Background: an optimization exercise with open tools, aiming at small area, a short achievable clock period and few clock cycles. Do not read the settings as production practice. At most, simulation tests tie the RTL to the original design; equivalence was not proved. Power figures rest on the tool's default switching activity, not on a simulated workload.

==> inputs of 02-13 <==
// cpu8080
module cpu8080(addr, din, dout, readmem, writemem, readio, writeio, intr, inta,
               waitr, reset, clock);
   output [15:0] addr;
   input  [7:0]  din;
   output [7:0]  dout;
   output        readmem;
   output        writemem;
   output        readio;
   output        writeio;
   input         intr;
   output        inta;
   input         waitr;
   input         reset;
   input         clock;
   reg    [7:0]  ir;
   reg    [2:0]  step;       
   reg           intcyc;     
   reg           gap;        
   reg           take_q;     
   reg           ei;
   reg           eienb;
   reg           xs;         
   reg    [15:0] pc;
   reg    [15:0] sp;
   reg    [7:0]  W, Z;
   reg    [7:0]  rB, rC, rD, rE, rH, rL, rA;
   reg           fS, fAC, fCY;
   reg    [7:0]  fr;
   reg           fm, pZ, pP;
   wire          fZ = fm ? pZ : ~|fr;
   wire          fP = fm ? pP : ~^fr;
   reg           tc;         
   function [2:0] rmap;
      input [2:0] i;
      input       s;
      rmap = (s && (i[2] ^ i[1])) ? {~i[2], ~i[1], i[0]} : i;
   endfunction
   function [7:0] rsel;
      input [2:0] p;
      case (p)
         3'd0: rsel = rB;
         3'd1: rsel = rC;
         3'd2: rsel = rD;
         3'd3: rsel = rE;
         3'd4: rsel = rH;
         3'd5: rsel = rL;
         default: rsel = rA;
      endcase
   endfunction
   wire [2:0] ddd = ir[5:3];
   wire [7:0] flagbyte = {fS, fZ, 1'b0, fAC, 1'b0, fP, 1'b1, fCY};
   reg cond;
   always @(*)
      case (ddd)
         3'd0: cond = !fZ;
         3'd1: cond = fZ;
         3'd2: cond = !fCY;
         3'd3: cond = fCY;
         3'd4: cond = !fP;
         3'd5: cond = fP;
         3'd6: cond = !fS;
         default: cond = fS;
      endcase
   wire [2:0] nxt, alt;
   wire       usecond, hlt, pc_we, sp_we, sp_we_c, sp_m2, z_we, w_we, w_src;
   wire [1:0] z_src;
   wire       we, wdin, tc_we, daa, szp_alu, szp_din, xs_t;
   wire [2:0] widx, cy_sel;
   wire [1:0] ac_sel;
   cpu8080_ctl cur(.ir(ir), .step(step),
  ...
Settings: LEC_CHECK=0, ABC_AREA=1, CAP_MARGIN=20, CORE_MARGIN=2, CORE_UTILIZATION=50, SLEW_MARGIN=20; clock period 7.0 ns.
run.sh (not shown) runs the stock make flow with config.mk's settings and CLKGATE_MAP_FILE= SYNTH_SCRIPT=/design/flow/synth_recipe.tcl, a recipe that flattens the netlist after the stock synthesis.
==> inputs of 09-08, as changes to 02-13 <==
--- a/flow/design.v
+++ b/flow/design.v
@@ -1,18 +1,17 @@
 `timescale 1ns / 1ps
-module alu(x, y, cin, op, res, cout);
+module alu(x, y, cin, sub, osum, oand, oxor, oor, opass, res, cout);
    input  [7:0] x;
    input  [7:0] y;
    input        cin;
-   input  [2:0] op;
+   input        sub;
+   input        osum, oand, oxor, oor, opass;
    output [7:0] res;
    output       cout;
-   reg    [7:0] res;
-   wire         sub = (op == 3'd1);
    wire   [7:0] yy  = y ^ {8{sub}};
    wire   [7:0] g   = x & yy;
    wire   [7:0] p   = x ^ yy;
    wire         c0  = cin ^ sub;
    wire gl = g[3] | p[3] & g[2] | p[3] & p[2] & g[1] | p[3] & p[2] & p[1] & g[0];
    wire pl = &p[3:0];
    wire gh = g[7] | p[7] & g[6] | p[7] & p[6] & g[5] | p[7] & p[6] & p[5] & g[4];
    wire ph = &p[7:4];
@@ -23,24 +22,21 @@
    assign c[2] = g[1] | p[1] & g[0] | p[1] & p[0] & c0;
    assign c[3] = g[2] | p[2] & g[1] | p[2] & p[1] & g[0] | p[2] & p[1] & p[0] & c0;
    assign c[4] = c4;
    assign c[5] = g[4] | p[4] & c4;
    assign c[6] = g[5] | p[5] & g[4] | p[5] & p[4] & c4;
    assign c[7] = g[6] | p[6] & g[5] | p[6] & p[5] & g[4] | p[6] & p[5] & p[4] & c4;
    assign c[8] = gh | ph & gl | ph & pl & c0;
    assign cout = c[8] ^ sub;
-   always @(*)
-      case (op)
-         3'd0, 3'd1: res = p ^ c[7:0];
-         3'd2:       res = g;
-         3'd3:       res = p;
-         3'd4:       res = p | g;
-         default:    res = y;
-      endcase
+   assign res = ({8{osum}}  & (p ^ c[7:0])) |
+                ({8{oand}}  & g) |
+                ({8{oxor}}  & p) |
+                ({8{oor}}   & (p | g)) |
+                ({8{opass}} & y);
 endmodule
 `timescale 1ns / 1ps
 module cpu8080(addr, din, dout, readmem, writemem, readio, writeio, intr, inta,
                waitr, reset, clock);
    output [15:0] addr;
    input  [7:0]  din;
    output [7:0]  dout;
    output        readmem;
@@ -79,16 +75,17 @@
       input [2:0] p;
       case (p)
          3'd0: rsel = rB;
          3'd1: rsel = rC;
          3'd2: rsel = rD;
          3'd3: rsel = rE;
          3'd4: rsel = rH;
          3'd5: rsel = rL;
+         3'd6: rsel = Z;
          default: rsel = rA;
       endcase
    endfunction
    wire [2:0] ddd = ir[5:3];
    wire [7:0] flagbyte = {fS, fZ, 1'b0, fAC, 1'b0, fP, 1'b1, fCY};
    reg cond;
    always @(*)
       case (ddd)
@@ -112,24 +109,23 @@
       .ksel(), .aop(), .acin(), .last(),
       .nxt(nxt), .alt(alt), .usecond(usecond), .hlt(hlt),
       .pc_we(pc_we), .sp_we(sp_we), .sp_we_c(sp_we_c), .sp_m2(sp_m2),
       .z_we(z_we), .w_we(w_we), .z_src(z_src), .w_src(w_src),
       .we(we), .widx(widx), .wdin(wdin), .tc_we(tc_we), .daa(daa),
       .szp_alu(szp_alu), .szp_din(szp_din), .ac_sel(ac_sel), .cy_sel(cy_sel),
       .xs_t(xs_t));
    reg    [2:0]  bus;
-   reg    [2:0]  asel;       
+   reg           s_pc, s_sp, s_bc, s_de, s_hl, s_wz, s_rst;
    reg    [1:0]  isel;
-   reg    [2:0]  dsrc;
-   reg           xz;
+   reg           d_x, d_flags, d_pcl, d_pch;
    reg    [2:0]  xphys, yphys;
-   reg    [2:0]  ysrc;
-   reg    [2:0]  ksel;
-   reg    [2:0]  aop;
+   reg           y_reg, y_z, y_w, y_k;             
+   reg           k_06, k_60, k_ff, k_rr;           
+   reg           a_sub, a_sum, a_and, a_xor, a_or, a_pass;
    reg    [1:0]  acin;
    reg           last;
    wire ackwait = intcyc && (bus == 3'd1) && !gap;
    wire rdop = (bus == 3'd1) || (bus == 3'd5);
    wire ack  = (bus == 3'd5) ? take_q : intcyc;
    assign readmem  = rdop && !ack;
    assign inta     = rdop && ack && !ackwait;
    assign writemem = (bus == 3'd2);
@@ -155,95 +151,87 @@
       .acin(n_acin), .last(n_last),
       .nxt(), .alt(), .usecond(), .hlt(), .pc_we(), .sp_we(), .sp_we_c(),
       .sp_m2(), .z_we(), .w_we(), .z_src(), .w_src(), .we(), .widx(),
       .wdin(), .tc_we(), .daa(), .szp_alu(), .szp_din(), .ac_sel(),
       .cy_sel(), .xs_t());
    always @(posedge clock)
       if (reset || !hold) begin
          bus   <= n_bus;
-         asel  <= (nxs && n_asel == 3'd3) ? 3'd4 :
-                  (nxs && n_asel == 3'd4) ? 3'd3 : n_asel;
+         s_pc  <= (n_asel == 3'd0);
+         s_sp  <= (n_asel == 3'd1);
+         s_bc  <= (n_asel == 3'd2);
+         s_de  <= (n_asel == (nxs ? 3'd4 : 3'd3));
+         s_hl  <= (n_asel == (nxs ? 3'd3 : 3'd4));
+         s_wz  <= (n_asel == 3'd5);
+         s_rst <= (n_asel == 3'd6);
          isel  <= n_isel;
-         dsrc  <= n_dsrc;
-         xz    <= n_xz;
+         d_x     <= (n_dsrc == 3'd0);
+         d_flags <= (n_dsrc == 3'd2);
+         d_pcl   <= (n_dsrc == 3'd3);
+         d_pch   <= (n_dsrc == 3'd4);
          xphys <= rmap(n_xidx, nxs);
          yphys <= rmap(n_yidx, nxs);
-         ysrc  <= n_ysrc;
-         ksel  <= n_ksel;
-         aop   <= n_aop;
+         y_reg <= (n_ysrc == 3'd0);
+         y_z   <= (n_ysrc == 3'd1);
+         y_w   <= (n_ysrc == 3'd2);
+         y_k   <= (n_ysrc == 3'd5);
+         k_06  <= (n_ksel == 3'd1);
+         k_60  <= (n_ksel == 3'd2);
+         k_ff  <= (n_ksel == 3'd3);
+         k_rr  <= (n_ksel == 3'd4);
+         a_sub <= (n_aop == 3'd1);
+         a_sum <= (n_aop == 3'd0 || n_aop == 3'd1);
+         a_and <= (n_aop == 3'd2);
+         a_xor <= (n_aop == 3'd3);
+         a_or  <= (n_aop == 3'd4);
+         a_pass <= (n_aop == 3'd5);
          acin  <= n_acin;
          last  <= n_last;
       end
-   reg    [15:0] abus;
-   always @(*)
-      case (asel)
-         3'd1:   abus = sp;
-         3'd2:   abus = {rB, rC};
-         3'd3:   abus = {rD, rE};
-         3'd4:   abus = {rH, rL};
-         3'd5:   abus = {W, Z};
-         3'd6:  abus = {10'b0, ddd, 3'b000};
-         default: abus = pc;
-      endcase
+   wire [15:0] abus = ({16{s_pc}} & pc) | ({16{s_sp}} & sp) |
+                      ({16{s_bc}} & {rB, rC}) | ({16{s_de}} & {rD, rE}) |
+                      ({16{s_hl}} & {rH, rL}) | ({16{s_wz}} & {W, Z}) |
+                      ({16{s_rst}} & {10'b0, ddd, 3'b000});
    wire [1:0] iop = (last && take_q) ? 2'd2 : isel;
    reg  [15:0] idu;
    reg  [14:0] spd;
    integer k;
    always @(*) begin
       for (k = 0; k < 16; k = k + 1)
          idu[k] = abus[k] ^ ((iop == 2'd0) ? &(abus | ({16{1'b1}} << k)) :
                              (iop == 2'd1) ? ~|(abus & ~({16{1'b1}} << k)) :
                                                1'b0);
       for (k = 0; k < 15; k = k + 1)
          spd[k] = sp[k+1] ^ ~|(sp[15:1] & ~({15{1'b1}} << k));
    end
    wire [15:0] spm2 = {spd, sp[0]};
    wire [7:0] rX = rsel(xphys);
    wire [7:0] rY = rsel(yphys);
-   reg  [7:0] kon;
-   always @(*)
-      case (ksel)
-         3'd1:   kon = 8'h06;
-         3'd2:   kon = 8'h60;
-         3'd3:   kon = 8'hff;
-         3'd4:   kon = {ddd[1] ? fCY : rA[0], rA[7:1]};
-         default: kon = 8'h00;
-      endcase
-   reg  [7:0] aY;
-   always @(*)
-      case (ysrc)
-         3'd1:    aY = Z;
-         3'd2:    aY = W;
-         3'd3:  aY = sp[7:0];
-         3'd4:  aY = sp[15:8];
-         3'd5:    aY = kon;
-         default: aY = rY;
-      endcase
-   wire [7:0] aX = xz ? Z : rX;
+   wire [7:0] kon = ({8{k_06}} & 8'h06) | ({8{k_60}} & 8'h60) |
+                    ({8{k_ff}} & 8'hff) |
+                    ({8{k_rr}} & {ddd[1] ? fCY : rA[0], rA[7:1]});
+   wire [7:0] aY = ({8{y_reg}} & rY) | ({8{y_z}} & Z) | ({8{y_w}} & W) |
+                   ({8{y_k}} & kon);
+   wire [7:0] aX = rX;
    reg        aci;
    always @(*)
       case (acin)
          2'd1:   aci = 1'b1;
          2'd2:  aci = (ir[7:6] == 2'b00 && ir[2:0] == 3'b011) ? tc : fCY;
          2'd3:  aci = rA[7];
          default: aci = 1'b0;
       endcase
    wire [7:0] ares;
    wire       acout;
-   alu alu(.x(aX), .y(aY), .cin(aci), .op(aop), .res(ares), .cout(acout));
-   reg  [7:0] dbus;
-   always @(*)
-      case (dsrc)
-         3'd1:     dbus = Z;
-         3'd2: dbus = flagbyte;
-         3'd3:   dbus = pc[7:0];
-         3'd4:   dbus = pc[15:8];
-         default:  dbus = rX;
-      endcase
+   alu alu(.x(aX), .y(aY), .cin(aci), .sub(a_sub), .osum(a_sum), .oand(a_and),
+           .oxor(a_xor), .oor(a_or), .opass(a_pass), .res(ares), .cout(acout));
+   wire [7:0] dbus = ({8{d_x}} & rX) |
+                     ({8{d_flags}} & flagbyte) | ({8{d_pcl}} & pc[7:0]) |
+                     ({8{d_pch}} & pc[15:8]);
    assign addr = abus;
    assign dout = dbus;
    wire din_push = (din[7:6] == 2'b11) && (din[3:0] == 4'b0101);
    wire din_rst  = (din[7:6] == 2'b11) && (din[2:0] == 3'b111);
    wire din_di   = (din == 8'hf3);
    wire din_ei   = (din == 8'hfb);
    wire ei_n = last ? ((eienb || (ei && !take_q)) && !din_di) : ei;
    wire daa_ok = (step == 3'd1) ? (rA[3:0] > 4'd9 || fAC) :
@@ -430,25 +418,28 @@
                   end
                   if (step == 3'd2 && rp != 2'b11) nxt = 3'd4;
                end
                3'd3: begin  
                   asel = 3'd5; isel = 2'd2; sp_we = 1'b1;
                end
                default: fetch(3'd0);
             endcase
+         end else if (rp == 2'b11 && step == 3'd1) begin  
+            asel = 3'd1; isel = 2'd2;
+            z_we = 1'b1; w_we = 1'b1; z_src = 2'd1; w_src = 1'b1;
          end else begin  
-            xidx = (step == 3'd1) ? 3'd5 : 3'd4;
+            xidx = (step == 3'd1 || (rp == 2'b11 && step == 3'd2)) ? 3'd5 : 3'd4;
             aop = 3'd0;
-            acin = (step == 3'd1) ? 2'd0 : 2'd2;
-            if (rp == 2'b11) ysrc = (step == 3'd1) ? 3'd3 : 3'd4;
+            acin = (xidx == 3'd5) ? 2'd0 : 2'd2;
+            if (rp == 2'b11) ysrc = (step == 3'd2) ? 3'd1 : 3'd2;
             else yidx = {rp, (step == 3'd1)};
             we = 1'b1; widx = xidx;
             cy_sel = 3'd1;
-            if (step != 3'd1) fetch(3'd0);
+            if (xidx == 3'd4) fetch(3'd0);
          end
          3'b010: case (ddd)
             3'd0, 3'd2:  
                if (step == 3'd1) begin
                   bus = 3'd2; asel = ddd[1] ? 3'd3 : 3'd2;
                   xidx = 3'd7; dsrc = 3'd0;
                end else fetch(3'd0);
             3'd1, 3'd3:  
@@ -509,36 +500,36 @@
                szp_alu = 1'b1; ac_sel = 2'd1;
                fetch(3'd0);
             end else case (step)
                3'd1: begin
                   bus = 3'd1; asel = 3'd4;
                   z_we = 1'b1;
                end
                3'd2: begin
-                  xz = 1'b1; ysrc = 3'd5; ksel = 3'd0; acin = 2'd1;
+                  xidx = 3'd6; ysrc = 3'd5; ksel = 3'd0; acin = 2'd1;
                   aop = ir[0] ? 3'd1 : 3'd0;
                   z_we = 1'b1; z_src = 2'd2;
                   szp_alu = 1'b1; ac_sel = 2'd1;
                end
                3'd3: begin
-                  bus = 3'd2; asel = 3'd4; dsrc = 3'd1;
+                  bus = 3'd2; asel = 3'd4; xidx = 3'd6; dsrc = 3'd0;
                end
                default: fetch(3'd0);
             endcase
          3'b110:  
             if (ddd != 3'd6) begin
                if (step == 3'd1) begin
                   rdpc;
                   we = 1'b1; wdin = 1'b1; widx = ddd;
                end else fetch(3'd0);
             end else case (step)
                3'd1: begin rdpc; z_we = 1'b1; end
                3'd2: begin
-                  bus = 3'd2; asel = 3'd4; dsrc = 3'd1;
+                  bus = 3'd2; asel = 3'd4; xidx = 3'd6; dsrc = 3'd0;
                end
                default: fetch(3'd0);
             endcase
          default: case (ddd)  
             3'd0, 3'd2: begin  
                xidx = 3'd7; yidx = 3'd7; aop = 3'd0;
                acin = ddd[1] ? 2'd2 : 2'd3; cy_sel = 3'd1;
                we = 1'b1; widx = 3'd7; fetch(3'd0);
--- a/flow/config.mk
+++ b/flow/config.mk
@@ -4,9 +4,10 @@
 export VERILOG_FILES = /design/flow/design.v
 export SDC_FILE = /design/flow/constraint.sdc
 export NUM_CORES = 4
 export LEC_CHECK = 0
 export ABC_AREA = 1
 export CAP_MARGIN = 20
 export CORE_MARGIN = 2
 export CORE_UTILIZATION = 50
+export SETUP_SLACK_MARGIN = 2
 export SLEW_MARGIN = 20
==> results.txt <==
                                                           09-08         02-13
Synthesized instance count                                  2087          2063
Buf/Inv on CP                                                  3             6
Xor/xnor share of the synthesized area                    2.133%        2.226%
Total Routing Usage GR                                    39.68%        40.60%
CP startpoint                                           xphys[0]        din[2]
Result of the run               no timing/DRC/antenna violations  no timing/DRC/antenna violations
Die Wd                                                  173.6 um      172.3 um
Clock buffer cells                                            17            18
Die Footprint                                       0.03012 mm^2  0.02969 mm^2
Wire length on met1                                     23.00 mm      22.41 mm
Estimated wirelength of the detail-placed design        47.03 mm      46.80 mm
Met2 wire length                                        27.42 mm      26.20 mm
Met2 layer usage reported by global route                 64.20%        63.89%
Static Leakage                                       0.006795 uW   0.006590 uW
Mean instance size in the synthesized netlist         6.887 um^2    6.867 um^2
Worst Reg2Reg Path Length in Cells                            21            24
Netlist area before placement                       0.01437 mm^2  0.01417 mm^2
Internal reg-to-reg setup slack                          2170 ps       1850 ps
Share of the synthesized area in the top cell type        29.67%        28.19%
Number of clock sinks                                        175           166
Number of well-tap cells placed                              384           378
Power of the clock network                               1030 uW        959 uW
Largest net degree at the start of global routing             54            46
Worst path most repeated cell                              inv_1        nor2_1
Path length in cells of the critical path                      9            21
Layout Cells excl Fill                                      2502          2475
Testbench counts of 02-13, summed over its fixed seeds: cycles 198,606.
For 09-08, only the layout was checked, not whether the RTL still works.

==> what the ideal ports hide <==
The results above use ideal ports. As a check the final layouts listed here were re-extracted and re-timed, cells and wires unchanged. Step 1 (the two cells are an assumption about what drives the block):
set clk [get_ports {clock}]
set_driving_cell -lib_cell sky130_fd_sc_hd__clkbuf_16 $clk
set_driving_cell -lib_cell sky130_fd_sc_hd__buf_2 [delete_from_list [all_inputs] $clk]
Step 2 times the ports against the registers' clock, not the clock port: input delays grow and output delays shrink by t, the midpoint of the rising clock arrivals with the driver on. Three values: no drivers, after step 1, after step 2; two values: the first two.
| run | t (ns) | slack for setup (ns) | worst setup path at the end |
|---|---|---|---|
| 02-13 | 0.483 | 1.821 / 1.848 / 1.364 | input to register |
| 09-08 | 0.504 | 2.167 / 2.113 / 1.762 | input to register |
After both steps every run listed still meets setup and hold. The setup slack of 02-13, which loses most, moves by +0.027 ns with the drivers and by -0.457 ns with both steps.
